Source: an optimization exercise on an open RTL-to-GDS flow (aim: small area and a short achievable clock period). Production flows keep margins and buffers that such runs may drop. The RTL was checked by simulation tests, not by an equivalence proof against the original design. Power figures rest on the tool's default switching activity, not on a simulated workload.

## job 101
==> flow/design.v (excerpt) <==
module cpuDatapath(clk, reset, uart, mem_rdata, mem_addr, mem_wdata, mem_we);
clock: 10.0 ns
lec_check: 0
cap_margin: 20
core_margin: 2
core_utilization: 65
place_density: 0.75
slew_margin: 20
standard.sh (not shown) runs the stock make flow with config.mk's settings and CLKGATE_MAP_FILE= SYNTH_SCRIPT=/design/flow/synth_recipe.tcl, a recipe that flattens the netlist after the stock synthesis.
==> flow/flow/run.sh <==
#!/bin/bash
set -e
rm -rf scripts_mod
cp -r "$FLOW_HOME/scripts" scripts_mod
cp flow/abc_map.script scripts_mod/abc_speed.script
export BUFFER_PORTS_ARGS="-buffer_cell sky130_fd_sc_hd__buf_1"
export PLACE_PINS_ARGS=" -group_pins {uart[0] mem_wdata[0]} -group_pins {uart[1] mem_wdata[1]} -group_pins {uart[2] mem_wdata[2]} -group_pins {uart[3] mem_wdata[3]} -group_pins {uart[4] mem_wdata[4]} -group_pins {uart[5] mem_wdata[5]} -group_pins {uart[6] mem_wdata[6]} -group_pins {uart[7] mem_wdata[7]}"
export CTS_ARGS="-sink_clustering_enable -repair_clock_nets -dont_use_dummy_load -buf_list sky130_fd_sc_hd__clkbuf_8 -sink_clustering_size 16 -sink_clustering_max_diameter 80"
bash standard.sh SCRIPTS_DIR="$PWD/scripts_mod" SETUP_SLACK_MARGIN=5.9 finish > standard.log 2>&1
==> flow/flow/abc_map.script <==
&get -n
&st
&dch
&nf -R 1000 -p
&put
topo
stime -c
dnsize -c
Modified inputs, job 102 compared to job 101
==> flow/flow/run.sh <==
#!/bin/bash
set -e
rm -rf scripts_mod
cp -r "$FLOW_HOME/scripts" scripts_mod
cp flow/abc_map.script scripts_mod/abc_speed.script
export BUFFER_PORTS_ARGS="-buffer_cell sky130_fd_sc_hd__buf_1"
export CTS_ARGS="-sink_clustering_enable -repair_clock_nets -dont_use_dummy_load -buf_list sky130_fd_sc_hd__clkbuf_4 -sink_clustering_size 10 -sink_clustering_max_diameter 60"
bash standard.sh SCRIPTS_DIR="$PWD/scripts_mod" SETUP_SLACK_MARGIN=5.9 finish > standard.log 2>&1
==> summary.txt <==
Via count of the first global-routing pass, job 102 and job 101: lower on job 101. Setup slack down 12 ps in job 102 wrt job 101. ~same final period utilization in job 102 and job 101. Job 102 -> job 101: total chip power flat. Between job 102 and job 101, it is job 102 whose post-detailed-route via-to-cell ratio is lower, by about 1.5%. [compare] base=job 101 new=job 102: shortest period the worst path allows went up; wire length went down; number of detailed-route iterations in the first pass did not really move; critical path data arrival time did not really move; number of standard cells in the final layout excluding fillers went up.
Edits applied to the flow inputs when going from job 102 to job 103:
--- a/flow/flow/run.sh
+++ b/flow/flow/run.sh
@@ -1,3 +1,12 @@
 #!/bin/bash
+# The standard layout (standard.sh, all steps) with three changes to how
+# it is made; the design, clock, constraints and checks are untouched:
+# - ABC maps the logic with an area-recovering script (abc_map.script here,
+#   used through a copy of ORFS's scripts folder in which only
+#   abc_speed.script is replaced);
+# - the port buffers that buffer_ports inserts are buf_4 instead of the
+#   library's slow default, so the uart to mem_wdata feed-through is fast;
+# - the clock tree uses clkbuf_4 leaf clusters of up to 10 flip-flops and no
+#   dummy loads.
 set -e
 rm -rf scripts_mod
Results
Instance count of the mapped netlist of job 102 is on par with job 103.
Reported for job 102 and job 103, met2 wirelength from detailed routing turned out identical to the last digit.
Reported for job 102 and job 103, routed length per instance turned out identical to the last digit.
Comparing job 103 against job 102, there is no change at all in xor-xnor portion of the synthesized cell area.
Number of clock buffer instances in the layout: job 103 vs job 102 identical
Job 102 -> job 103: fraction of area in registers delta 0, exact match
From job 103 to job 102, count of cell types in the netlist did not move at all.
### job 103 -> job 104
- swapping 20 for 0 in SLEW_MARGIN
- swapping 20 for 0 in CAP_MARGIN
==> flow/flow/run.sh <==
#!/bin/bash
set -e
rm -rf scripts_mod
cp -r "$FLOW_HOME/scripts" scripts_mod
cp flow/abc_map.script scripts_mod/abc_speed.script
export BUFFER_PORTS_ARGS="-buffer_cell sky130_fd_sc_hd__buf_1"
export CTS_ARGS="-sink_clustering_enable -repair_clock_nets -dont_use_dummy_load -buf_list sky130_fd_sc_hd__clkbuf_4 -sink_clustering_size 10 -sink_clustering_max_diameter 60"
bash standard.sh SCRIPTS_DIR="$PWD/scripts_mod" SETUP_SLACK_MARGIN=5.9 finish > standard.log 2>&1
### Flow results
Compared with job 103, in job 104 area of all placed cells without fillers comparable, post-route worst setup slack comparable, clock network power share comparable, fraction of layout cells with a size suffix above 1 comparable.
Per the comparison of job 104 with job 103, largest voltage drop on the vdd net roughly the same; number of optimization iterations in the first detailed-route pass lower.

-- port drivers added, routing unchanged --
In the flow no input, the clock included, has a driving cell. The finished layouts below were timed again as built, in two steps.
Step 1 (the two cells are an assumption about what drives the block):
set clk [get_ports {clk}]
set_driving_cell -lib_cell sky130_fd_sc_hd__clkbuf_16 $clk
set_driving_cell -lib_cell sky130_fd_sc_hd__buf_2 [delete_from_list [all_inputs] $clk]
Step 2 times the ports against the registers' clock, not the clock port: input delays grow and output delays shrink by t, the midpoint of the rising clock arrivals with the driver on.
Slacks: no drivers / after step 1 / after step 2; pairs: no drivers / after step 1.
run | t (ns) | setup WS [ns] | latest minus earliest clock arrival (ns)
job 101 | 0.589 | 5.793 / 5.752 / 5.506 | 0.079 / 0.079
job 102 | 0.669 | 5.781 / 5.710 / 5.340 | 0.091 / 0.090
job 103 | 0.669 | 5.781 / 5.710 / 5.340 | 0.091 / 0.090
job 104 | 0.672 | 5.782 / 5.711 / 5.370 | 0.099 / 0.099
After both steps setup and hold are still met in every run listed.
